Source: an optimization exercise on an open RTL-to-GDS flow (aim: small area and a short achievable clock period). Production flows keep margins and buffers that such runs may drop.
No functional check of the RTL was part of any run shown here.
No activity file was given, so power comes from the tool's default toggle rates.

## flow/design.v (module list and top-level ports; edited modules follow where they fit)
// module MINGA_TOP: 803 lines
module MINGA_TOP(
	input 			sys_clk		,
	input 			rst_n 		,
	input [31:0] 	e 			,
	input 			e_valid		,
	input 			e_query		,
	output reg 		out_valid	,
	output reg[31:0]out_id 		,
	output reg[15:0]out_count
    );
  // ...
==> flow/run.sh <==
#!/bin/bash
# synth_recipe.tcl (not shown) runs the flow's synth.tcl, then flattens the netlist and writes it again
# the make line also repeats each setting of config.mk as NAME=value (left out here)
make -C /OpenROAD-flow-scripts/flow DESIGN_CONFIG=/design/flow/config.mk WORK_HOME=/design/flow/orfs CLKGATE_MAP_FILE= SYNTH_SCRIPT=/design/flow/synth_recipe.tcl finish
==> flow/config.mk <==
export PLATFORM = sky130hd
export DESIGN_NAME = MINGA_TOP
export DESIGN_NICKNAME = MINGA_TOP
export VERILOG_FILES = /design/flow/design.v
export SDC_FILE = /design/flow/constraint.sdc
export NUM_CORES = 4
export LEC_CHECK = 0
export ABC_CLOCK_PERIOD_IN_PS = 2800
export CAP_MARGIN = 20
export CORE_MARGIN = 2
export CORE_UTILIZATION = 45
export PLACE_DENSITY = 0.6
export SETUP_SLACK_MARGIN = 2.7
export SLEW_MARGIN = 20
export TNS_END_PERCENT = 100
==> flow/constraint.sdc <==
create_clock -name core_clock -period 5.5 [get_ports {sys_clk}]
set_input_delay 1.1000 -clock core_clock [delete_from_list [all_inputs] [get_ports {sys_clk}]]
set_output_delay 1.1000 -clock core_clock [all_outputs]
set_load 0.01 [all_outputs]
==> flow_summary.yaml, run 1 <==
setup_path:
  start_kind: "flip-flop"
  r2r-end: "r3[22]"
  crit_slowest_cell: "dfstp_2"
  reg2regPathDepth: 15
  crit_start: "tc[7]"
synthesis:
  synth-xor-area-share_pct: 2.10
  synth.largest_area_cell: "edfxtp_1"
  ys.flop_type: "edfxtp_1"
  ys_seq_area_share_pct: 69.9
  synth_simple_gate_area_share_pct: 7.57
  ys_ff_latch: 2031
  synth.cell_area_sq_um: 80500
finish:
  fillCellCount: 13914
  nNetsFinal: 6009
  fin_cells: 8307
  multi_input_area_share_pct: 25.5
  num-nonclk-inverters: 207
timing:
  grt_setup_unrepaired: "yes"
  final-hold-violation-count: 0
  drv_slew: 0
  clock_skew_ns: 0.0454
power:
  p_int_uw: 30900
  clock_power_share_pct: 31.3
min_path:
  hold_end: "e3[21]"
cts:
  cts.sinks: 2031
  cts_root_buffer: "clkbuf_16"
  worstSkewPairLatency_ns: 0.87
  cts_resized: 550
drt:
  drcViolationCount: 0
  antenna_left: 0
  top_layer: "met5"
  first_pass_iters: 6
  via_count: 53673
floorplan:
  die-area_sq_um: 182000
place:
  place_area_sq_um: 84800
global_route:
  gr-usage-met2_pct: 48.6
  track_usage_pct: 31.5
  use_met3_pct: 8.65
run_status:
  status: "timing/DRC/antenna clean"
==> inputs of run 2 (changes only) <==
--- a/flow/design.v
+++ b/flow/design.v
@@ -18,29 +18,34 @@
 			^(e & 32'hc73899ba) ^ 1'b0,
 			^(e & 32'h8c1c24df) ^ 1'b1,
 			^(e & 32'h460e926f) ^ 1'b0,
 			^(e & 32'hcc87a1b5) ^ 1'b1
 		};
 	reg        v0, ins0 ;
 	reg [4:0]  idx0 ;
 	reg [31:0] e0 ;
+	reg [LENGTH-1:0] oh0 ;	 
+	wire [4:0] idx_in = e_query ? e[4:0] : hash5 ;
 	always @(posedge sys_clk or negedge rst_n)
 		if (~rst_n) v0 <= 1'b0;
 		else        v0 <= e_valid;
 	always @(posedge sys_clk) begin
 		ins0 <= ~e_query;
-		idx0 <= e_query ? e[4:0] : hash5;
+		idx0 <= idx_in;
+		oh0  <= 32'd1 << idx_in;
 		e0   <= e;
 	end
 	reg [15:0] tc ;
 	always @(posedge sys_clk or negedge rst_n)
-		if (~rst_n) tc <= 16'hffff;
+		if (~rst_n) tc <= 16'h0000;
 		else        tc <= tc + 16'd1;
-	wire [31:0] rnd = {
+	reg [31:0] r0 ;	 
+	always @(posedge sys_clk)
+		r0 <= {
 			^(tc & 16'h2261) ^ 1'b0,
 			^(tc & 16'h9130) ^ 1'b1,
 			^(tc & 16'h209a) ^ 1'b1,
 			^(tc & 16'h104d) ^ 1'b0,
 			^(tc & 16'h8826) ^ 1'b1,
 			^(tc & 16'h4413) ^ 1'b0,
 			^(tc & 16'ha209) ^ 1'b0,
 			^(tc & 16'hd104) ^ 1'b1,
@@ -64,23 +69,22 @@
 			^(tc & 16'h5cc3) ^ 1'b1,
 			^(tc & 16'hc6e3) ^ 1'b1,
 			^(tc & 16'he371) ^ 1'b0,
 			^(tc & 16'h99ba) ^ 1'b0,
 			^(tc & 16'h24df) ^ 1'b1,
 			^(tc & 16'h926f) ^ 1'b0,
 			^(tc & 16'ha1b5) ^ 1'b1
 		};
-	wire [33:0] rnd3 = {2'b00, rnd} + {1'b0, rnd, 1'b0} ;
+	wire [33:0] rnd3 = {2'b00, r0} + {1'b0, r0, 1'b0} ;
 	reg        v1, ins1, tch1 ;
 	reg [4:0]  idx1 ;
 	reg [31:0] e1, r1 ;
 	reg [33:0] r3 ;
 	reg [15:0] cnt_x ;
-	wire [LENGTH-1:0] oh0 = 32'd1 << idx0 ;
 	reg  [15:0] rd_cnt ;
 	reg         rd_tch ;
 	always @(*) begin
 		rd_cnt = 16'd0;
 		rd_tch = 1'b0;
 		for (j = 0; j < LENGTH; j = j + 1) begin
 			rd_cnt = rd_cnt | (counter_array[j] & {16{oh0[j] & cnt_valid[j]}});
 			rd_tch = rd_tch | (oh0[j] & cnt_valid[j]);
@@ -91,17 +95,17 @@
 	wire [15:0] inc_x  = cnt_x  + {15'd0, ins0} ;
 	always @(posedge sys_clk or negedge rst_n)
 		if (~rst_n) v1 <= 1'b0;
 		else        v1 <= v0;
 	always @(posedge sys_clk) begin
 		ins1  <= v0 & ins0;
 		idx1  <= idx0;
 		e1    <= e0;
-		r1    <= rnd;
+		r1    <= r0;
 		r3    <= rnd3;
 		cnt_x <= byp1 ? inc_x : inc_rd;
 		tch1  <= (byp1 ? tch1 : rd_tch) | ins0;
 	end
 	always @(posedge sys_clk)
 		for (j = 0; j < LENGTH; j = j + 1)
 			if (ins1 && idx1 == j) counter_array[j] <= cnt_x;
 	always @(posedge sys_clk or negedge rst_n)
==> run 2 against run 1 <==
Against the previous run: still clean; clock skew rose by 0.0047 ns; first-iteration DRC count fell by 9.1%; total power shrank 1.9%; combinational power shrank 16%; sequential share of layout area up 3.6 points; synthesized cell count grew 0.52%; area after synthesis about the same; design area shrank 3.7%; critical endpoint is now rep3.
==> flow_summary.yaml, run 2 <==
run_status:
  status: "timing/DRC/antenna clean"
drt:
  vias_per_cell: 6.32
  drcViolationCount: 0
  dr.first_iter.drc_count: 7292
  first_pass_iters: 7
  routed_wirelength_um: 271000
  via_count: 51248
  antenna_left: 0
  detail_route.wl_per_cell_um: 33.4
finish:
  multiInputGateArea_sq_um: 22200
  nNetsFinal: 5803
  fillCellCount: 14368
  top_regs: "ID_array: 1024 flops, counter_array: 512 flops, r3: 33 flops"
  layout_common_cells: "edfxtp_1 (1536), dfxtp_1 (447), nand3_1 (382)"
  final_common_cell: "edfxtp_1"
  seq_area_sq_um: 57700
  syn2layout_area_growth_pct: 17.0
  fin_cells: 8105
  regMostFlops: "ID_array"
  drive_gt1_share_pct: 21.1
  largest_register_ffs: 1024
timing:
  clock_skew_ns: 0.0501
  period_needed_ns: 3.12
  final-hold-violation-count: 0
  fin_hold_ws_ns: 0.305
  drv_slew: 0
  setup_viol: 0
  worst_pin_slew_ns: 1.17
  grt_setup_unrepaired: "yes"
  max_clock_freq_ghz: 0.321
  fin_crit_sh_pct: 56.7
  fin_setup_tns_ns: 0
  slew_headroom_pct: 22.2
min_path:
  min_path_type: "flip-flop to flip-flop"
global_route:
  overflow: 0
  track_usage_pct: 29.4
  grt_pass1_wl_um: 379000
  antenna_found_initial: 9
  grt_pass1_vias: 49896
  grt_max_degree: 67
setup_path:
  timing.rr.start: "q_n109"
  cp_max_fo: 2
  path_buf_inv: 1
  worst-path-stages: 13
  crit_path_frequent_cell: "a21o_1"
  required_ns: 6.26
  cp-end-kind: "flip-flop"
  r2r-end: "rep3"
  crit_start: "q_n109"
  arrival_ns: 3.87
  rrSetupSlack_ns: 2.38
  critPathTopFamily: "compound AO/OA/AOI/OAI gates"
  reg2regPathDepth: 13
  crit_chain: "fa_1 > inv_1 > fa_1 > ha_4 > a21o_1 > a21o_1 > a21o_1 > a21o_1 > a21oi_2 > o21ai_2 > a21oi_2 > o21ai_2 > a41oi_2"
  crit_path_max_incr_delay_ns: 0.53
  crit_slowest_cell: "fa_1"
  crit_end: "rep3"
  crit_type: "flip-flop to flip-flop"
  start_kind: "flip-flop"
cts:
  cts_tree: "done"
  clkTransAtPathRegs_ns: 0.06
  clockBufferDepth: 3
  cts_hold_buf: 0
  cts_buffers: 211
  worstSkewPairLatency_ns: 0.87
  cts.sinks: 2095
  htreeDepth: 4
  cts_root_buffer: "clkbuf_16"
place:
  globalplace.congestion: 0.889
  place_inst: 7545
  io_buffers: 84
  dp_hpwl_um: 154000
floorplan:
  die_height_um: 427
  row_count: 155
  die_w_um: 427
  die-area_sq_um: 182000
  core-area_sq_um: 178000
  initial_utilization_pct: 45.2
  ios: 85
synthesis:
  ys_warn_count: 3
  netlist_instances: 5261
  syn_nets: 5509
  synth.cell_area_sq_um: 80600
  synthArstFlopShare_pct: 2.53
  ys.flop_type: "edfxtp_1"
  synth.area.top_cells: "edfxtp_1 (57%), dfxtp_1 (13%), fa_1 (3.3%), a22o_1 (3.2%), a22oi_1 (3.1%)"
  syn_area_per_cell_sq_um: 15.3
  synth.largest_area_cell: "edfxtp_1"
  synth_top_area_share_pct: 57.2
  ys_seq_area_share_pct: 71.5
  ys_ff_latch: 2095
  yosysUniqueCellTypes: 66
  synthTopCellsByCount: "edfxtp_1 (1536), dfxtp_1 (506), nand3_1 (383), a22oi_1 (337), clkbuf_1 (310)"
  synth-edff-count: 1536
  yosysMostFrequentCell: "edfxtp_1"
flow_run:
  maxCapViolCount: 0
power:
  power.leakage_uw: 0.0329
  switchingPower_uw: 13800
  combPwrFrac_pct: 23.4
  clock_power_share_pct: 32.8
  power_frac_seq_pct: 43.8
  power.density_nw_per_um2: 471
  p_int_uw: 30600
  peakVddDrop_v: 0.000360
  swShare_pct: 31.1
==> run 2: changes by cell type in the layout (fill, tap and decap cells not counted), moves of 51 or more <==
cell / change
buf_4: -119
nand4_1: +92
a221o_1: -93
xnor2_1: +58
a22o_1: +67
a22oi_1: -89
a221oi_1: +170
o21ai_0: +58
and3_1: -242
nand2_1: -51
nand3_1: +276
==> run 2: metal layers <==
metal  track usage (%)  wire, um
met4              13.3     14500
met5                 0         8
met1              38.7    100000
met2              47.0    126000
met3              6.23     30200
==> run 2: cell type report <==
type                    instances  area share [%]
inverters                     217           0.867
repair buffers                400            3.64
clock inverters                96            1.02
diodes                          5          0.0133
flip-flops and latches       2095            61.2
multi-input cells            2630            23.5
well taps                    2355            3.13
clock buffers                 307            6.55
==> run 2: power groups by stage <==
stage               clock, uW  sequential (uW)  combinational (uW)
global route            15300            19500               11100
detailed placement          0            19800                9160
CTS                     14700            19500                9940
floorplan                   0            19200                5580
finish                  14600            19400               10400
global placement            0            19800                9090
==> run 2: logic make-up (layout without fill, tap and decap cells) <==
kind of cell / count (synthesis) / in the layout / share of synthesized area, %
adder cells (fa/ha/maj): 212 / 212 / 4.53
buffers and inverters: 551 / 1020 / 2.70
XOR/XNOR: 199 / 199 / 2.18
AO/OA/AOI/OAI: 1016 / 1016 / 9.86
other: 0 / 5 / 0
AND/OR/NAND/NOR: 987 / 1002 / 6.46
flip-flops: 2095 / 2095 / 71.5
multiplexers: 201 / 201 / 2.81
==> run 2: worst min path at each step <==
stage                     cells after the start       to     from  slack (ns)
after detailed placement                      0   e2[21]   e1[21]        0.31
after floorplan                               0  cnt3[0]  cnt2[0]        0.31
after global routing                          0    e3[6]    e2[6]        0.31
after global placement                        0     tch3     tch2        0.31
final                                         0   e2[30]   e1[30]        0.30
after CTS                                     0   e2[30]   e1[30]        0.31
==> run 2: metrics by stage <==
| step | worst slack [ns] | total power [uW] | instance area, sq um | util, % |
|---|---|---|---|---|
| after floorplan | 2.70 | 24800 | 80600 | - |
| after global placement | 0.903 | 28900 | 84800 | 47.6 |
| after detailed placement | 0.926 | 29000 | 84800 | 47.6 |
| after CTS | 2.37 | 44100 | 93500 | 52.5 |
| after global routing | 2.30 | 46000 | 94200 | 52.9 |
| final | 2.38 | 44400 | 94300 | 52.9 |
==> run 2: worst register-to-register path: cells and delay by family (launching register included) <==
family,cells,cell delay (ns)
flip-flops,1,0.31
adder cells (fa/ha/maj),3,1.27
AO/OA/AOI/OAI,9,1.41
buffers and inverters,1,0.05
==> run 2: what timing repair did <==
item / in CTS / in global routing
gates cloned: 13 / 2
hold endpoints to repair: 0 / 0
endpoints found under the setup margin: 1156 / 175
buffers inserted: 117 / 20
pin swaps: 46 / 25
resized for setup: 237 / 110

==> static timing again, ports no longer ideal <==
Ports are ideal in the flow. The routed layouts listed here were re-timed in OpenROAD.
Step 1 sets driving cells, clkbuf_16 on the clock port and buf_2 on the other inputs (assumed; they add their load-dependent delay and slew).
Step 2 also shifts input and output timing later by t, the mid clock arrival at the registers, as if the neighbouring blocks saw the same clock.
Slacks: ideal / step 1 / step 2; pairs: ideal / step 1.
run	t (ns)	slack for setup (ns)	worst hold slack (ns)	clock arrival spread, ns
run 1	0.928	1.884 / 1.884 / 1.884	0.289 / 0.270 / 0.289	0.047 / 0.047
run 2	0.929	2.383 / 2.383 / 1.948	0.305 / 0.305 / 0.305	0.054 / 0.054
After both steps every run listed still meets setup and hold. For run 2, which loses most, drivers alone change the setup slack by 0.000 ns; drivers and shift together by -0.435 ns.
